Context: an optimization exercise on an open-source flow, tuned for small area, a short achievable clock period and few clock cycles. The choices shown serve that exercise and are no tape-out recipe. No functional check of the RTL was part of this run. No activity file was given, so power comes from the tool's default toggle rates.

$ cat design/flow/config.mk
export PLATFORM = sky130hd
export DESIGN_NAME = source_64bit_mod3
export DESIGN_NICKNAME = source_64bit_mod3
export VERILOG_FILES = /design/flow/design.v
export SDC_FILE = /design/flow/constraint.sdc
export NUM_CORES = 4
export LEC_CHECK = 0
export CAP_MARGIN = 20
export CORE_AREA = 5 5 85 85
export CTS_BUF_LIST = sky130_fd_sc_hd__clkbuf_2
export DIE_AREA = 0 0 90 90
export SLEW_MARGIN = 20
export SYNTH_HIERARCHICAL = 1
export BUFFER_PORTS_ARGS = -buffer_cell sky130_fd_sc_hd__buf_1
$ cat design/flow/constraint.sdc
create_clock -name core_clock -period 4.5 [get_ports {clk}]
set_input_delay 0.9000 -clock core_clock [delete_from_list [all_inputs] [get_ports {clk}]]
set_output_delay 0.9000 -clock core_clock [all_outputs]
set_load 0.01 [all_outputs]
$ cat design/flow/design.v
module g_nand2(input a,b, output y);
assign y = ~(a & b);
endmodule
module g_nand3(input a,b,c, output y);
assign y = ~(a & b & c);
endmodule
module g_nor2(input a,b, output y);
assign y = ~(a | b);
endmodule
module g_xor2(input a,b, output y);
assign y = a ^ b;
endmodule
module source_64bit_mod3(s, f, x, e, clk);
output reg [1:0] s;
output reg f;
input wire [63:0] x;
input wire e;
input wire clk;
wire n1; g_xor2 u1 (.a(x[0]), .b(x[2]), .y(n1));
wire n2; g_xor2 u2 (.a(x[1]), .b(x[3]), .y(n2));
wire n3; g_nor2 u3 (.a(x[0]), .b(x[2]), .y(n3));
wire n4; g_nor2 u4 (.a(x[1]), .b(x[3]), .y(n4));
wire n5; g_nand2 u5 (.a(n1), .b(n4), .y(n5));
wire n6; g_nand3 u6 (.a(x[0]), .b(x[2]), .c(n2), .y(n6));
wire n7; g_nand3 u7 (.a(n3), .b(x[1]), .c(x[3]), .y(n7));
wire n8; g_nand3 u8 (.a(n5), .b(n6), .c(n7), .y(n8));
wire n9; g_nand2 u9 (.a(n3), .b(n2), .y(n9));
wire n10; g_nand3 u10 (.a(n1), .b(x[1]), .c(x[3]), .y(n10));
wire n11; g_nand3 u11 (.a(x[0]), .b(x[2]), .c(n4), .y(n11));
wire n12; g_nand3 u12 (.a(n9), .b(n10), .c(n11), .y(n12));
wire n13; g_xor2 u13 (.a(x[4]), .b(x[6]), .y(n13));
wire n14; g_xor2 u14 (.a(x[5]), .b(x[7]), .y(n14));
wire n15; g_nor2 u15 (.a(x[4]), .b(x[6]), .y(n15));
wire n16; g_nor2 u16 (.a(x[5]), .b(x[7]), .y(n16));
wire n17; g_nand2 u17 (.a(n13), .b(n16), .y(n17));
wire n18; g_nand3 u18 (.a(x[4]), .b(x[6]), .c(n14), .y(n18));
wire n19; g_nand3 u19 (.a(n15), .b(x[5]), .c(x[7]), .y(n19));
wire n20; g_nand3 u20 (.a(n17), .b(n18), .c(n19), .y(n20));
wire n21; g_nand2 u21 (.a(n15), .b(n14), .y(n21));
wire n22; g_nand3 u22 (.a(n13), .b(x[5]), .c(x[7]), .y(n22));
wire n23; g_nand3 u23 (.a(x[4]), .b(x[6]), .c(n16), .y(n23));
wire n24; g_nand3 u24 (.a(n21), .b(n22), .c(n23), .y(n24));
wire n25; g_xor2 u25 (.a(x[8]), .b(x[10]), .y(n25));
wire n26; g_xor2 u26 (.a(x[9]), .b(x[11]), .y(n26));
wire n27; g_nor2 u27 (.a(x[8]), .b(x[10]), .y(n27));
wire n28; g_nor2 u28 (.a(x[9]), .b(x[11]), .y(n28));
wire n29; g_nand2 u29 (.a(n25), .b(n28), .y(n29));
wire n30; g_nand3 u30 (.a(x[8]), .b(x[10]), .c(n26), .y(n30));
wire n31; g_nand3 u31 (.a(n27), .b(x[9]), .c(x[11]), .y(n31));
wire n32; g_nand3 u32 (.a(n29), .b(n30), .c(n31), .y(n32));
wire n33; g_nand2 u33 (.a(n27), .b(n26), .y(n33));
wire n34; g_nand3 u34 (.a(n25), .b(x[9]), .c(x[11]), .y(n34));
wire n35; g_nand3 u35 (.a(x[8]), .b(x[10]), .c(n28), .y(n35));
wire n36; g_nand3 u36 (.a(n33), .b(n34), .c(n35), .y(n36));
wire n37; g_xor2 u37 (.a(x[12]), .b(x[14]), .y(n37));
wire n38; g_xor2 u38 (.a(x[13]), .b(x[15]), .y(n38));
wire n39; g_nor2 u39 (.a(x[12]), .b(x[14]), .y(n39));
wire n40; g_nor2 u40 (.a(x[13]), .b(x[15]), .y(n40));
wire n41; g_nand2 u41 (.a(n37), .b(n40), .y(n41));
wire n42; g_nand3 u42 (.a(x[12]), .b(x[14]), .c(n38), .y(n42));
wire n43; g_nand3 u43 (.a(n39), .b(x[13]), .c(x[15]), .y(n43));
wire n44; g_nand3 u44 (.a(n41), .b(n42), .c(n43), .y(n44));
wire n45; g_nand2 u45 (.a(n39), .b(n38), .y(n45));
wire n46; g_nand3 u46 (.a(n37), .b(x[13]), .c(x[15]), .y(n46));
wire n47; g_nand3 u47 (.a(x[12]), .b(x[14]), .c(n40), .y(n47));
wire n48; g_nand3 u48 (.a(n45), .b(n46), .c(n47), .y(n48));
wire n49; g_xor2 u49 (.a(x[16]), .b(x[18]), .y(n49));
wire n50; g_xor2 u50 (.a(x[17]), .b(x[19]), .y(n50));
wire n51; g_nor2 u51 (.a(x[16]), .b(x[18]), .y(n51));
wire n52; g_nor2 u52 (.a(x[17]), .b(x[19]), .y(n52));
wire n53; g_nand2 u53 (.a(n49), .b(n52), .y(n53));
wire n54; g_nand3 u54 (.a(x[16]), .b(x[18]), .c(n50), .y(n54));
wire n55; g_nand3 u55 (.a(n51), .b(x[17]), .c(x[19]), .y(n55));
wire n56; g_nand3 u56 (.a(n53), .b(n54), .c(n55), .y(n56));
wire n57; g_nand2 u57 (.a(n51), .b(n50), .y(n57));
wire n58; g_nand3 u58 (.a(n49), .b(x[17]), .c(x[19]), .y(n58));
wire n59; g_nand3 u59 (.a(x[16]), .b(x[18]), .c(n52), .y(n59));
wire n60; g_nand3 u60 (.a(n57), .b(n58), .c(n59), .y(n60));
wire n61; g_xor2 u61 (.a(x[20]), .b(x[22]), .y(n61));
wire n62; g_xor2 u62 (.a(x[21]), .b(x[23]), .y(n62));
wire n63; g_nor2 u63 (.a(x[20]), .b(x[22]), .y(n63));
wire n64; g_nor2 u64 (.a(x[21]), .b(x[23]), .y(n64));
wire n65; g_nand2 u65 (.a(n61), .b(n64), .y(n65));
wire n66; g_nand3 u66 (.a(x[20]), .b(x[22]), .c(n62), .y(n66));
wire n67; g_nand3 u67 (.a(n63), .b(x[21]), .c(x[23]), .y(n67));
wire n68; g_nand3 u68 (.a(n65), .b(n66), .c(n67), .y(n68));
wire n69; g_nand2 u69 (.a(n63), .b(n62), .y(n69));
wire n70; g_nand3 u70 (.a(n61), .b(x[21]), .c(x[23]), .y(n70));
wire n71; g_nand3 u71 (.a(x[20]), .b(x[22]), .c(n64), .y(n71));
wire n72; g_nand3 u72 (.a(n69), .b(n70), .c(n71), .y(n72));
wire n73; g_xor2 u73 (.a(x[24]), .b(x[26]), .y(n73));
wire n74; g_xor2 u74 (.a(x[25]), .b(x[27]), .y(n74));
wire n75; g_nor2 u75 (.a(x[24]), .b(x[26]), .y(n75));
wire n76; g_nor2 u76 (.a(x[25]), .b(x[27]), .y(n76));
wire n77; g_nand2 u77 (.a(n73), .b(n76), .y(n77));
wire n78; g_nand3 u78 (.a(x[24]), .b(x[26]), .c(n74), .y(n78));
wire n79; g_nand3 u79 (.a(n75), .b(x[25]), .c(x[27]), .y(n79));
wire n80; g_nand3 u80 (.a(n77), .b(n78), .c(n79), .y(n80));
wire n81; g_nand2 u81 (.a(n75), .b(n74), .y(n81));
wire n82; g_nand3 u82 (.a(n73), .b(x[25]), .c(x[27]), .y(n82));
wire n83; g_nand3 u83 (.a(x[24]), .b(x[26]), .c(n76), .y(n83));
wire n84; g_nand3 u84 (.a(n81), .b(n82), .c(n83), .y(n84));
wire n85; g_xor2 u85 (.a(x[28]), .b(x[30]), .y(n85));
wire n86; g_xor2 u86 (.a(x[29]), .b(x[31]), .y(n86));
wire n87; g_nor2 u87 (.a(x[28]), .b(x[30]), .y(n87));
wire n88; g_nor2 u88 (.a(x[29]), .b(x[31]), .y(n88));
wire n89; g_nand2 u89 (.a(n85), .b(n88), .y(n89));
wire n90; g_nand3 u90 (.a(x[28]), .b(x[30]), .c(n86), .y(n90));
wire n91; g_nand3 u91 (.a(n87), .b(x[29]), .c(x[31]), .y(n91));
wire n92; g_nand3 u92 (.a(n89), .b(n90), .c(n91), .y(n92));
wire n93; g_nand2 u93 (.a(n87), .b(n86), .y(n93));
wire n94; g_nand3 u94 (.a(n85), .b(x[29]), .c(x[31]), .y(n94));
wire n95; g_nand3 u95 (.a(x[28]), .b(x[30]), .c(n88), .y(n95));
wire n96; g_nand3 u96 (.a(n93), .b(n94), .c(n95), .y(n96));
wire n97; g_xor2 u97 (.a(x[32]), .b(x[34]), .y(n97));
wire n98; g_xor2 u98 (.a(x[33]), .b(x[35]), .y(n98));
wire n99; g_nor2 u99 (.a(x[32]), .b(x[34]), .y(n99));
wire n100; g_nor2 u100 (.a(x[33]), .b(x[35]), .y(n100));
wire n101; g_nand2 u101 (.a(n97), .b(n100), .y(n101));
wire n102; g_nand3 u102 (.a(x[32]), .b(x[34]), .c(n98), .y(n102));
wire n103; g_nand3 u103 (.a(n99), .b(x[33]), .c(x[35]), .y(n103));
wire n104; g_nand3 u104 (.a(n101), .b(n102), .c(n103), .y(n104));
wire n105; g_nand2 u105 (.a(n99), .b(n98), .y(n105));
wire n106; g_nand3 u106 (.a(n97), .b(x[33]), .c(x[35]), .y(n106));
wire n107; g_nand3 u107 (.a(x[32]), .b(x[34]), .c(n100), .y(n107));
wire n108; g_nand3 u108 (.a(n105), .b(n106), .c(n107), .y(n108));
wire n109; g_xor2 u109 (.a(x[36]), .b(x[38]), .y(n109));
wire n110; g_xor2 u110 (.a(x[37]), .b(x[39]), .y(n110));
wire n111; g_nor2 u111 (.a(x[36]), .b(x[38]), .y(n111));
wire n112; g_nor2 u112 (.a(x[37]), .b(x[39]), .y(n112));
wire n113; g_nand2 u113 (.a(n109), .b(n112), .y(n113));
wire n114; g_nand3 u114 (.a(x[36]), .b(x[38]), .c(n110), .y(n114));
wire n115; g_nand3 u115 (.a(n111), .b(x[37]), .c(x[39]), .y(n115));
wire n116; g_nand3 u116 (.a(n113), .b(n114), .c(n115), .y(n116));
wire n117; g_nand2 u117 (.a(n111), .b(n110), .y(n117));
wire n118; g_nand3 u118 (.a(n109), .b(x[37]), .c(x[39]), .y(n118));
wire n119; g_nand3 u119 (.a(x[36]), .b(x[38]), .c(n112), .y(n119));
wire n120; g_nand3 u120 (.a(n117), .b(n118), .c(n119), .y(n120));
wire n121; g_xor2 u121 (.a(x[40]), .b(x[42]), .y(n121));
wire n122; g_xor2 u122 (.a(x[41]), .b(x[43]), .y(n122));
wire n123; g_nor2 u123 (.a(x[40]), .b(x[42]), .y(n123));
wire n124; g_nor2 u124 (.a(x[41]), .b(x[43]), .y(n124));
wire n125; g_nand2 u125 (.a(n121), .b(n124), .y(n125));
wire n126; g_nand3 u126 (.a(x[40]), .b(x[42]), .c(n122), .y(n126));
wire n127; g_nand3 u127 (.a(n123), .b(x[41]), .c(x[43]), .y(n127));
wire n128; g_nand3 u128 (.a(n125), .b(n126), .c(n127), .y(n128));
wire n129; g_nand2 u129 (.a(n123), .b(n122), .y(n129));
wire n130; g_nand3 u130 (.a(n121), .b(x[41]), .c(x[43]), .y(n130));
wire n131; g_nand3 u131 (.a(x[40]), .b(x[42]), .c(n124), .y(n131));
wire n132; g_nand3 u132 (.a(n129), .b(n130), .c(n131), .y(n132));
wire n133; g_xor2 u133 (.a(x[44]), .b(x[46]), .y(n133));
wire n134; g_xor2 u134 (.a(x[45]), .b(x[47]), .y(n134));
wire n135; g_nor2 u135 (.a(x[44]), .b(x[46]), .y(n135));
wire n136; g_nor2 u136 (.a(x[45]), .b(x[47]), .y(n136));
wire n137; g_nand2 u137 (.a(n133), .b(n136), .y(n137));
wire n138; g_nand3 u138 (.a(x[44]), .b(x[46]), .c(n134), .y(n138));
wire n139; g_nand3 u139 (.a(n135), .b(x[45]), .c(x[47]), .y(n139));
wire n140; g_nand3 u140 (.a(n137), .b(n138), .c(n139), .y(n140));
wire n141; g_nand2 u141 (.a(n135), .b(n134), .y(n141));
wire n142; g_nand3 u142 (.a(n133), .b(x[45]), .c(x[47]), .y(n142));
wire n143; g_nand3 u143 (.a(x[44]), .b(x[46]), .c(n136), .y(n143));
wire n144; g_nand3 u144 (.a(n141), .b(n142), .c(n143), .y(n144));
wire n145; g_xor2 u145 (.a(x[48]), .b(x[50]), .y(n145));
wire n146; g_xor2 u146 (.a(x[49]), .b(x[51]), .y(n146));
wire n147; g_nor2 u147 (.a(x[48]), .b(x[50]), .y(n147));
wire n148; g_nor2 u148 (.a(x[49]), .b(x[51]), .y(n148));
wire n149; g_nand2 u149 (.a(n145), .b(n148), .y(n149));
wire n150; g_nand3 u150 (.a(x[48]), .b(x[50]), .c(n146), .y(n150));
wire n151; g_nand3 u151 (.a(n147), .b(x[49]), .c(x[51]), .y(n151));
wire n152; g_nand3 u152 (.a(n149), .b(n150), .c(n151), .y(n152));
wire n153; g_nand2 u153 (.a(n147), .b(n146), .y(n153));
wire n154; g_nand3 u154 (.a(n145), .b(x[49]), .c(x[51]), .y(n154));
wire n155; g_nand3 u155 (.a(x[48]), .b(x[50]), .c(n148), .y(n155));
wire n156; g_nand3 u156 (.a(n153), .b(n154), .c(n155), .y(n156));
wire n157; g_xor2 u157 (.a(x[52]), .b(x[54]), .y(n157));
wire n158; g_xor2 u158 (.a(x[53]), .b(x[55]), .y(n158));
wire n159; g_nor2 u159 (.a(x[52]), .b(x[54]), .y(n159));
wire n160; g_nor2 u160 (.a(x[53]), .b(x[55]), .y(n160));
wire n161; g_nand2 u161 (.a(n157), .b(n160), .y(n161));
wire n162; g_nand3 u162 (.a(x[52]), .b(x[54]), .c(n158), .y(n162));
wire n163; g_nand3 u163 (.a(n159), .b(x[53]), .c(x[55]), .y(n163));
wire n164; g_nand3 u164 (.a(n161), .b(n162), .c(n163), .y(n164));
wire n165; g_nand2 u165 (.a(n159), .b(n158), .y(n165));
wire n166; g_nand3 u166 (.a(n157), .b(x[53]), .c(x[55]), .y(n166));
wire n167; g_nand3 u167 (.a(x[52]), .b(x[54]), .c(n160), .y(n167));
wire n168; g_nand3 u168 (.a(n165), .b(n166), .c(n167), .y(n168));
wire n169; g_xor2 u169 (.a(x[56]), .b(x[58]), .y(n169));
wire n170; g_xor2 u170 (.a(x[57]), .b(x[59]), .y(n170));
wire n171; g_nor2 u171 (.a(x[56]), .b(x[58]), .y(n171));
wire n172; g_nor2 u172 (.a(x[57]), .b(x[59]), .y(n172));
wire n173; g_nand2 u173 (.a(n169), .b(n172), .y(n173));
wire n174; g_nand3 u174 (.a(x[56]), .b(x[58]), .c(n170), .y(n174));
wire n175; g_nand3 u175 (.a(n171), .b(x[57]), .c(x[59]), .y(n175));
wire n176; g_nand3 u176 (.a(n173), .b(n174), .c(n175), .y(n176));
wire n177; g_nand2 u177 (.a(n171), .b(n170), .y(n177));
wire n178; g_nand3 u178 (.a(n169), .b(x[57]), .c(x[59]), .y(n178));
wire n179; g_nand3 u179 (.a(x[56]), .b(x[58]), .c(n172), .y(n179));
wire n180; g_nand3 u180 (.a(n177), .b(n178), .c(n179), .y(n180));
wire n181; g_xor2 u181 (.a(x[60]), .b(x[62]), .y(n181));
wire n182; g_xor2 u182 (.a(x[61]), .b(x[63]), .y(n182));
wire n183; g_nor2 u183 (.a(x[60]), .b(x[62]), .y(n183));
wire n184; g_nor2 u184 (.a(x[61]), .b(x[63]), .y(n184));
wire n185; g_nand2 u185 (.a(n181), .b(n184), .y(n185));
wire n186; g_nand3 u186 (.a(x[60]), .b(x[62]), .c(n182), .y(n186));
wire n187; g_nand3 u187 (.a(n183), .b(x[61]), .c(x[63]), .y(n187));
wire n188; g_nand3 u188 (.a(n185), .b(n186), .c(n187), .y(n188));
wire n189; g_nand2 u189 (.a(n183), .b(n182), .y(n189));
wire n190; g_nand3 u190 (.a(n181), .b(x[61]), .c(x[63]), .y(n190));
wire n191; g_nand3 u191 (.a(x[60]), .b(x[62]), .c(n184), .y(n191));
wire n192; g_nand3 u192 (.a(n189), .b(n190), .c(n191), .y(n192));
wire n193; g_nor2 u193 (.a(n12), .b(n8), .y(n193));
wire n194; g_nor2 u194 (.a(n24), .b(n20), .y(n194));
wire n195; g_nand2 u195 (.a(n193), .b(n20), .y(n195));
wire n196; g_nand2 u196 (.a(n8), .b(n194), .y(n196));
wire n197; g_nand2 u197 (.a(n12), .b(n24), .y(n197));
wire n198; g_nand3 u198 (.a(n195), .b(n196), .c(n197), .y(n198));
wire n199; g_nand2 u199 (.a(n193), .b(n24), .y(n199));
wire n200; g_nand2 u200 (.a(n8), .b(n20), .y(n200));
wire n201; g_nand2 u201 (.a(n12), .b(n194), .y(n201));
wire n202; g_nand3 u202 (.a(n199), .b(n200), .c(n201), .y(n202));
wire n203; g_nor2 u203 (.a(n36), .b(n32), .y(n203));
wire n204; g_nor2 u204 (.a(n48), .b(n44), .y(n204));
wire n205; g_nand2 u205 (.a(n203), .b(n44), .y(n205));
wire n206; g_nand2 u206 (.a(n32), .b(n204), .y(n206));
wire n207; g_nand2 u207 (.a(n36), .b(n48), .y(n207));
wire n208; g_nand3 u208 (.a(n205), .b(n206), .c(n207), .y(n208));
wire n209; g_nand2 u209 (.a(n203), .b(n48), .y(n209));
wire n210; g_nand2 u210 (.a(n32), .b(n44), .y(n210));
wire n211; g_nand2 u211 (.a(n36), .b(n204), .y(n211));
wire n212; g_nand3 u212 (.a(n209), .b(n210), .c(n211), .y(n212));
wire n213; g_nor2 u213 (.a(n60), .b(n56), .y(n213));
wire n214; g_nor2 u214 (.a(n72), .b(n68), .y(n214));
wire n215; g_nand2 u215 (.a(n213), .b(n68), .y(n215));
wire n216; g_nand2 u216 (.a(n56), .b(n214), .y(n216));
wire n217; g_nand2 u217 (.a(n60), .b(n72), .y(n217));
wire n218; g_nand3 u218 (.a(n215), .b(n216), .c(n217), .y(n218));
wire n219; g_nand2 u219 (.a(n213), .b(n72), .y(n219));
wire n220; g_nand2 u220 (.a(n56), .b(n68), .y(n220));
wire n221; g_nand2 u221 (.a(n60), .b(n214), .y(n221));
wire n222; g_nand3 u222 (.a(n219), .b(n220), .c(n221), .y(n222));
wire n223; g_nor2 u223 (.a(n84), .b(n80), .y(n223));
wire n224; g_nor2 u224 (.a(n96), .b(n92), .y(n224));
wire n225; g_nand2 u225 (.a(n223), .b(n92), .y(n225));
wire n226; g_nand2 u226 (.a(n80), .b(n224), .y(n226));
wire n227; g_nand2 u227 (.a(n84), .b(n96), .y(n227));
wire n228; g_nand3 u228 (.a(n225), .b(n226), .c(n227), .y(n228));
wire n229; g_nand2 u229 (.a(n223), .b(n96), .y(n229));
wire n230; g_nand2 u230 (.a(n80), .b(n92), .y(n230));
wire n231; g_nand2 u231 (.a(n84), .b(n224), .y(n231));
wire n232; g_nand3 u232 (.a(n229), .b(n230), .c(n231), .y(n232));
wire n233; g_nor2 u233 (.a(n108), .b(n104), .y(n233));
wire n234; g_nor2 u234 (.a(n120), .b(n116), .y(n234));
wire n235; g_nand2 u235 (.a(n233), .b(n116), .y(n235));
wire n236; g_nand2 u236 (.a(n104), .b(n234), .y(n236));
wire n237; g_nand2 u237 (.a(n108), .b(n120), .y(n237));
wire n238; g_nand3 u238 (.a(n235), .b(n236), .c(n237), .y(n238));
wire n239; g_nand2 u239 (.a(n233), .b(n120), .y(n239));
wire n240; g_nand2 u240 (.a(n104), .b(n116), .y(n240));
wire n241; g_nand2 u241 (.a(n108), .b(n234), .y(n241));
wire n242; g_nand3 u242 (.a(n239), .b(n240), .c(n241), .y(n242));
wire n243; g_nor2 u243 (.a(n132), .b(n128), .y(n243));
wire n244; g_nor2 u244 (.a(n144), .b(n140), .y(n244));
wire n245; g_nand2 u245 (.a(n243), .b(n140), .y(n245));
wire n246; g_nand2 u246 (.a(n128), .b(n244), .y(n246));
wire n247; g_nand2 u247 (.a(n132), .b(n144), .y(n247));
wire n248; g_nand3 u248 (.a(n245), .b(n246), .c(n247), .y(n248));
wire n249; g_nand2 u249 (.a(n243), .b(n144), .y(n249));
wire n250; g_nand2 u250 (.a(n128), .b(n140), .y(n250));
wire n251; g_nand2 u251 (.a(n132), .b(n244), .y(n251));
wire n252; g_nand3 u252 (.a(n249), .b(n250), .c(n251), .y(n252));
wire n253; g_nor2 u253 (.a(n156), .b(n152), .y(n253));
wire n254; g_nor2 u254 (.a(n168), .b(n164), .y(n254));
wire n255; g_nand2 u255 (.a(n253), .b(n164), .y(n255));
wire n256; g_nand2 u256 (.a(n152), .b(n254), .y(n256));
wire n257; g_nand2 u257 (.a(n156), .b(n168), .y(n257));
wire n258; g_nand3 u258 (.a(n255), .b(n256), .c(n257), .y(n258));
wire n259; g_nand2 u259 (.a(n253), .b(n168), .y(n259));
wire n260; g_nand2 u260 (.a(n152), .b(n164), .y(n260));
wire n261; g_nand2 u261 (.a(n156), .b(n254), .y(n261));
wire n262; g_nand3 u262 (.a(n259), .b(n260), .c(n261), .y(n262));
wire n263; g_nor2 u263 (.a(n180), .b(n176), .y(n263));
wire n264; g_nor2 u264 (.a(n192), .b(n188), .y(n264));
wire n265; g_nand2 u265 (.a(n263), .b(n188), .y(n265));
wire n266; g_nand2 u266 (.a(n176), .b(n264), .y(n266));
wire n267; g_nand2 u267 (.a(n180), .b(n192), .y(n267));
wire n268; g_nand3 u268 (.a(n265), .b(n266), .c(n267), .y(n268));
wire n269; g_nand2 u269 (.a(n263), .b(n192), .y(n269));
wire n270; g_nand2 u270 (.a(n176), .b(n188), .y(n270));
wire n271; g_nand2 u271 (.a(n180), .b(n264), .y(n271));
wire n272; g_nand3 u272 (.a(n269), .b(n270), .c(n271), .y(n272));
wire n273; g_nor2 u273 (.a(n202), .b(n198), .y(n273));
wire n274; g_nor2 u274 (.a(n212), .b(n208), .y(n274));
wire n275; g_nand2 u275 (.a(n273), .b(n208), .y(n275));
wire n276; g_nand2 u276 (.a(n198), .b(n274), .y(n276));
wire n277; g_nand2 u277 (.a(n202), .b(n212), .y(n277));
wire n278; g_nand3 u278 (.a(n275), .b(n276), .c(n277), .y(n278));
wire n279; g_nand2 u279 (.a(n273), .b(n212), .y(n279));
wire n280; g_nand2 u280 (.a(n198), .b(n208), .y(n280));
wire n281; g_nand2 u281 (.a(n202), .b(n274), .y(n281));
wire n282; g_nand3 u282 (.a(n279), .b(n280), .c(n281), .y(n282));
wire n283; g_nor2 u283 (.a(n222), .b(n218), .y(n283));
wire n284; g_nor2 u284 (.a(n232), .b(n228), .y(n284));
wire n285; g_nand2 u285 (.a(n283), .b(n228), .y(n285));
wire n286; g_nand2 u286 (.a(n218), .b(n284), .y(n286));
wire n287; g_nand2 u287 (.a(n222), .b(n232), .y(n287));
wire n288; g_nand3 u288 (.a(n285), .b(n286), .c(n287), .y(n288));
wire n289; g_nand2 u289 (.a(n283), .b(n232), .y(n289));
wire n290; g_nand2 u290 (.a(n218), .b(n228), .y(n290));
wire n291; g_nand2 u291 (.a(n222), .b(n284), .y(n291));
wire n292; g_nand3 u292 (.a(n289), .b(n290), .c(n291), .y(n292));
wire n293; g_nor2 u293 (.a(n242), .b(n238), .y(n293));
wire n294; g_nor2 u294 (.a(n252), .b(n248), .y(n294));
wire n295; g_nand2 u295 (.a(n293), .b(n248), .y(n295));
wire n296; g_nand2 u296 (.a(n238), .b(n294), .y(n296));
wire n297; g_nand2 u297 (.a(n242), .b(n252), .y(n297));
wire n298; g_nand3 u298 (.a(n295), .b(n296), .c(n297), .y(n298));
wire n299; g_nand2 u299 (.a(n293), .b(n252), .y(n299));
wire n300; g_nand2 u300 (.a(n238), .b(n248), .y(n300));
wire n301; g_nand2 u301 (.a(n242), .b(n294), .y(n301));
wire n302; g_nand3 u302 (.a(n299), .b(n300), .c(n301), .y(n302));
wire n303; g_nor2 u303 (.a(n262), .b(n258), .y(n303));
wire n304; g_nor2 u304 (.a(n272), .b(n268), .y(n304));
wire n305; g_nand2 u305 (.a(n303), .b(n268), .y(n305));
wire n306; g_nand2 u306 (.a(n258), .b(n304), .y(n306));
wire n307; g_nand2 u307 (.a(n262), .b(n272), .y(n307));
wire n308; g_nand3 u308 (.a(n305), .b(n306), .c(n307), .y(n308));
wire n309; g_nand2 u309 (.a(n303), .b(n272), .y(n309));
wire n310; g_nand2 u310 (.a(n258), .b(n268), .y(n310));
wire n311; g_nand2 u311 (.a(n262), .b(n304), .y(n311));
wire n312; g_nand3 u312 (.a(n309), .b(n310), .c(n311), .y(n312));
wire n313; g_nor2 u313 (.a(n282), .b(n278), .y(n313));
wire n314; g_nor2 u314 (.a(n292), .b(n288), .y(n314));
wire n315; g_nand2 u315 (.a(n313), .b(n314), .y(n315));
wire n316; g_nand2 u316 (.a(n278), .b(n292), .y(n316));
wire n317; g_nand2 u317 (.a(n282), .b(n288), .y(n317));
wire n318; g_nand3 u318 (.a(n315), .b(n316), .c(n317), .y(n318));
wire n319; g_nand2 u319 (.a(n313), .b(n288), .y(n319));
wire n320; g_nand2 u320 (.a(n278), .b(n314), .y(n320));
wire n321; g_nand2 u321 (.a(n282), .b(n292), .y(n321));
wire n322; g_nand3 u322 (.a(n319), .b(n320), .c(n321), .y(n322));
wire n323; g_nand2 u323 (.a(n313), .b(n292), .y(n323));
wire n324; g_nand2 u324 (.a(n278), .b(n288), .y(n324));
wire n325; g_nand2 u325 (.a(n282), .b(n314), .y(n325));
wire n326; g_nand3 u326 (.a(n323), .b(n324), .c(n325), .y(n326));
wire n327; g_nor2 u327 (.a(n302), .b(n298), .y(n327));
wire n328; g_nor2 u328 (.a(n312), .b(n308), .y(n328));
wire n329; g_nand2 u329 (.a(n327), .b(n328), .y(n329));
wire n330; g_nand2 u330 (.a(n298), .b(n312), .y(n330));
wire n331; g_nand2 u331 (.a(n302), .b(n308), .y(n331));
wire n332; g_nand3 u332 (.a(n329), .b(n330), .c(n331), .y(n332));
wire n333; g_nand2 u333 (.a(n327), .b(n308), .y(n333));
wire n334; g_nand2 u334 (.a(n298), .b(n328), .y(n334));
wire n335; g_nand2 u335 (.a(n302), .b(n312), .y(n335));
wire n336; g_nand3 u336 (.a(n333), .b(n334), .c(n335), .y(n336));
wire n337; g_nand2 u337 (.a(n327), .b(n312), .y(n337));
wire n338; g_nand2 u338 (.a(n298), .b(n308), .y(n338));
wire n339; g_nand2 u339 (.a(n302), .b(n328), .y(n339));
wire n340; g_nand3 u340 (.a(n337), .b(n338), .c(n339), .y(n340));
wire n341; g_nand2 u341 (.a(n318), .b(n336), .y(n341));
wire n342; g_nand2 u342 (.a(n322), .b(n332), .y(n342));
wire n343; g_nand2 u343 (.a(n326), .b(n340), .y(n343));
wire n344; g_nand3 u344 (.a(n341), .b(n342), .c(n343), .y(n344));
wire n345; g_nand2 u345 (.a(n318), .b(n340), .y(n345));
wire n346; g_nand2 u346 (.a(n322), .b(n336), .y(n346));
wire n347; g_nand2 u347 (.a(n326), .b(n332), .y(n347));
wire n348; g_nand3 u348 (.a(n345), .b(n346), .c(n347), .y(n348));
always @(posedge clk) begin
  f <= e;
  s <= {n348, n344};
end
endmodule
$ cat design/flow/flow/run.sh
#!/bin/bash
cat >> config.mk <<'EOC'
export BUFFER_PORTS_ARGS = -buffer_cell sky130_fd_sc_hd__buf_1
EOC
bash standard.sh > standard.log 2>&1
$ cat design/flow/standard.sh
#!/bin/bash
# synth_recipe.tcl (not shown) runs the flow's synth.tcl, then flattens the netlist and writes it again
# the make line also repeats each setting of config.mk as NAME=value (left out here)
make -C /OpenROAD-flow-scripts/flow DESIGN_CONFIG=/design/flow/config.mk WORK_HOME=/design/flow/orfs CLKGATE_MAP_FILE= SYNTH_SCRIPT=/design/flow/synth_recipe.tcl "${@:-finish}"
==> Flow_metrics.wiki <==
{| class="wikitable"
! Metric !! Value
|-
| Placeable core region || 0.006277 mm^2
|-
| MaxCap Viol Count || 0
|-
| Mux cell area share after synthesis || 0%
|-
| Synthesis Warnings || 7
|-
| Classification of the worst-slack hold path || in -> reg
|-
| Via total after detailed routing || 2416
|-
| Total leakage power || 0.8932 nW
|-
| Number of inserted diodes || 0
|-
| Critical path destination || s[1]
|-
| Area contributors post-synth || sky130_fd_sc_hd__nand3_1 38%, sky130_fd_sc_hd__nand2_1 28%, sky130_fd_sc_hd__xor2_1 17%, sky130_fd_sc_hd__nor2_1 13%, sky130_fd_sc_hd__dfxtp_1 3.6%
|-
| Post-DR vias/cell || 4.832
|-
| CP Capture Type || flop
|-
| Number of buffers on the longest clock path || 2
|-
| Post-detailed-route count of antenna-violating nets || 0
|-
| Die W || 90 um
|-
| Total setup buffers inserted after CTS || 0
|-
| Cell Rows || 29
|-
| Starting DRT DRC Count || a little over 70
|-
| CTS Buf Count || 3
|-
| Cell count after synthesis || 351
|-
| Remaining global-route overflow || 0
|-
| Adder and majority cell fraction of the synthesized area || 0%
|-
| Final setup viols || 0
|-
| Psw || 0.0002469 W
|-
| Most used cells in the layout excluding fill and tap cells || 128 x sky130_fd_sc_hd__nand3_1, 128 x sky130_fd_sc_hd__nand2_1, 68 x sky130_fd_sc_hd__buf_1
|-
| Cell at the root of the clock tree || sky130_fd_sc_hd__clkbuf_2
|-
| Actual slew at the worst max-slew pin || 0.2143 ns
|-
| Count of different cell masters after synthesis || 5
|-
| Net count of the mapped netlist || about 420
|-
| Hold buffer count at CTS || 0
|-
| Aggregate routed wire length || 4426 um
|-
| CP Launch Type || primary input
|-
| Critical path launch point || x[38]
|-
| Routed wire length per instance || between 8 and 9 um
|-
| Vias in the first global route || just over 2000
|-
| Layout cell share with drive strength beyond 1 || less than 1%
|-
| Kind of critical path || in -> reg
|-
| Required time reported for the critical path endpoint || approximately 4.6 ns
|-
| CTS clk-pin slew, worst paths || 0.04 ns
|-
| Die outline height || 90 um
|-
| Antenna violations before repair || 0
|-
| Slew margin rel. || 85.66%
|-
| Port Buffers || 68
|-
| RSZ-0062 raised after global routing || no
|-
| Mean post-synth cell area || just under 5 um^2
|-
| DIE AREA || around 0.0081 mm^2
|-
| Cell area after technology mapping || 0.001687 mm^2
|-
| Number of iterations in the first detailed-routing pass || 4
|-
| Detailed-route DRC error count || 0
|-
| Post-synthesis compound-gate area fraction || 0%
|-
| Post-synthesis register bit count || 3
|-
| CP Data Arrival Time || 2.57 ns
|-
| Share of the clock period used by the worst path after layout || 55.49%
|-
| Number of clock sinks || 3
|-
| Xor/xnor share of the synthesized area || 16.62%
|-
| Gates resized, CTS repair || 0
|-
| Final-stage net count || just under 500
|-
| CTS tree || done
|-
| Maximum number of pins on one net before global-route repair || 5
|-
| Final core occ || about 33%
|-
| Worst IR Drop VDD || 0.00006466 V
|-
| Master of the slowest instance on the critical path || sky130_fd_sc_hd__xor2_1
|-
| Max-slew violation total from the final report || 0
|-
| Number of fillers in the final layout || about 700
|-
| Largest incremental delay on the critical path || 0.24 ns
|-
| Achievable frequency || 0.4005 GHz
|-
| Power density of the placed cells || 208.6 mW/mm^2
|-
| Simple-gate portion of the synthesized area || approximately 80%
|-
| Total global routing track utilization || 10.31%
|-
| Cell type with the highest aggregate area in the netlist || sky130_fd_sc_hd__nand3_1
|-
| Layout Area Growth over Synthesis || 22.03%
|-
| Combinational family with the most area after synthesis || simple AND/OR/NAND/NOR gates
|-
| Hold violation count in the final report || 0
|-
| Sequential share of power || 9.6%
|-
| Share of the synthesized area in the top cell type || 37.98%
|-
| Sequential cell area fraction in the yosys report || under 10%
|-
| Most prevalent standard cell on the critical path || sky130_fd_sc_hd__nand3_1
|-
| Outcome || no timing/DRC/antenna violations
|-
| H-tree levels || 1
|-
| Time the worst path needs with I/O delays and setup || 2.497 ns
|-
| Clock power frac || 8.4%
|-
| Starting utilization of the core area || 26.87%
|-
| First-pass GRT wire length || 7838 um
|-
| Crit Path Max Fanout || 4
|-
| Final weighted congestion in routability-driven placement || 0.7550
|-
| Detail Placement HPWL || 3921 um
|-
| Post-route setup TNS || 0 ns
|-
| Count of boundary I/O pins || 69
|-
| Combinational group share of total power || 82.0%
|-
| Switching power as a share of total power || 57.50%
|-
| Cell-internal power || 0.0001825 W
|-
| Crit-path cells || buf_1, xor2_1, nand3_1, nand3_1, nor2_1, nand2_1, nand3_1, nor2_1, nand2_1, nand3_1, nor2_1, nand2_1, nand3_1, nand2_1, nand3_1
|}
critical path: cells and delay by family:
| family | cells | cell delay [ns] |
|---|---|---|
| XOR/XNOR | 1 | 0.24 |
| buffers and inverters | 1 | 0.17 |
| AND/OR/NAND/NOR | 13 | 1.27 |
modules after synthesis, one instance, submodules excluded:
module,copies in the design,cell area (um^2)
source_64bit_mod3,1,60.06
g_nand3,128,5.005
g_nor2,60,3.754
g_xor2,32,8.758
g_nand2,128,3.754
kinds of logic after synthesis:
family	Yosys count
flops	3
xor+xnor	32
simple gates	316
registers in the layout, summed over array words and instances (netlist names):
name	cells
f	1
s	2
metal layers:
| metal | global-route usage (%) | vias to the layer above | wire length (um) |
|---|---|---|---|
| li1 | - | 1328 | - |
| met1 | 12.84 | 1026 | 2039 |
| met2 | 18.84 | 60 | 2134 |
| met3 | 1.252 | 2 | 236 |
| met4 | 2.109 | 0 | 15 |
| met5 | 0 | - | 0 |
how the worst min path moves through the flow:
stage | from | endpoint | cells past startpoint
final | e | f | 1
after global routing | e | f | 1
after CTS | e | f | 1
after detailed placement | e | f | 1
after global placement | e | f | 1
after floorplan | e | f | 0
cell type report:
cell class	count	area, um^2	share of cell area, %
timing repair buffer	68	255.2	12.40
multi-input combinational	348	1627	79.03
clock buffer	4	20.02	0.9726
sequential	3	60.06	2.918
tap	77	96.34	4.681
synth_stat cells (all sizes together):
library cell,count
nand2,128
nand3,128
nor2,60
xor2,32
dfxtp,3
power by group through the flow:
stage	Sequential, W	Combinational, W	Clock, W
final	0.0000412	0.000352	0.0000360
after global routing	0.0000420	0.000410	0.0000395
after CTS	0.0000422	0.000353	0.0000378
after detailed placement	0.0000425	0.000352	0
after global placement	0.0000432	0.000338	0
after floorplan	0.0000447	0.000250	0
stage by stage:
stage	cell area, um^2	setup WS [ns]	power (W)	hold WS [ns]	instances
final	2058	2.003	0.0004293	0.7937	500
after CTS	2058	2.022	0.0004327	0.7812	500
after floorplan	1687	2.242	0.0002952	0.9277	351
after detailed placement	2038	1.812	0.0003941	0.9935	496
after global routing	2058	1.701	0.0004918	0.7822	500
after global placement	2038	1.902	0.0003808	0.9908	496

-- static timing again, ports no longer ideal --
In the flow no input, the clock included, has a driving cell. The finished layout below was timed again as built, in two steps.
Step 1 sets driving cells, clkbuf_16 on the clock port and buf_2 on the other inputs (assumed; they add their load-dependent delay and slew).
Step 2 moves the port delays by t, midway between the first and last clock arrival at a register: inputs arrive t later, outputs are due t later. That takes back most of the time a late clock gives input paths.
Slacks: ideal ports / drivers / drivers and shift; pairs: ideal ports / drivers.
shift t [ns]: 0.212
setup WS [ns]: 2.003 / 1.993 / 1.781
hold slack, ns: 0.794 / 0.803 / 1.015
After both steps setup and hold are still met in this run. For this run, drivers alone change the setup slack by -0.010 ns; drivers and shift together by -0.222 ns.
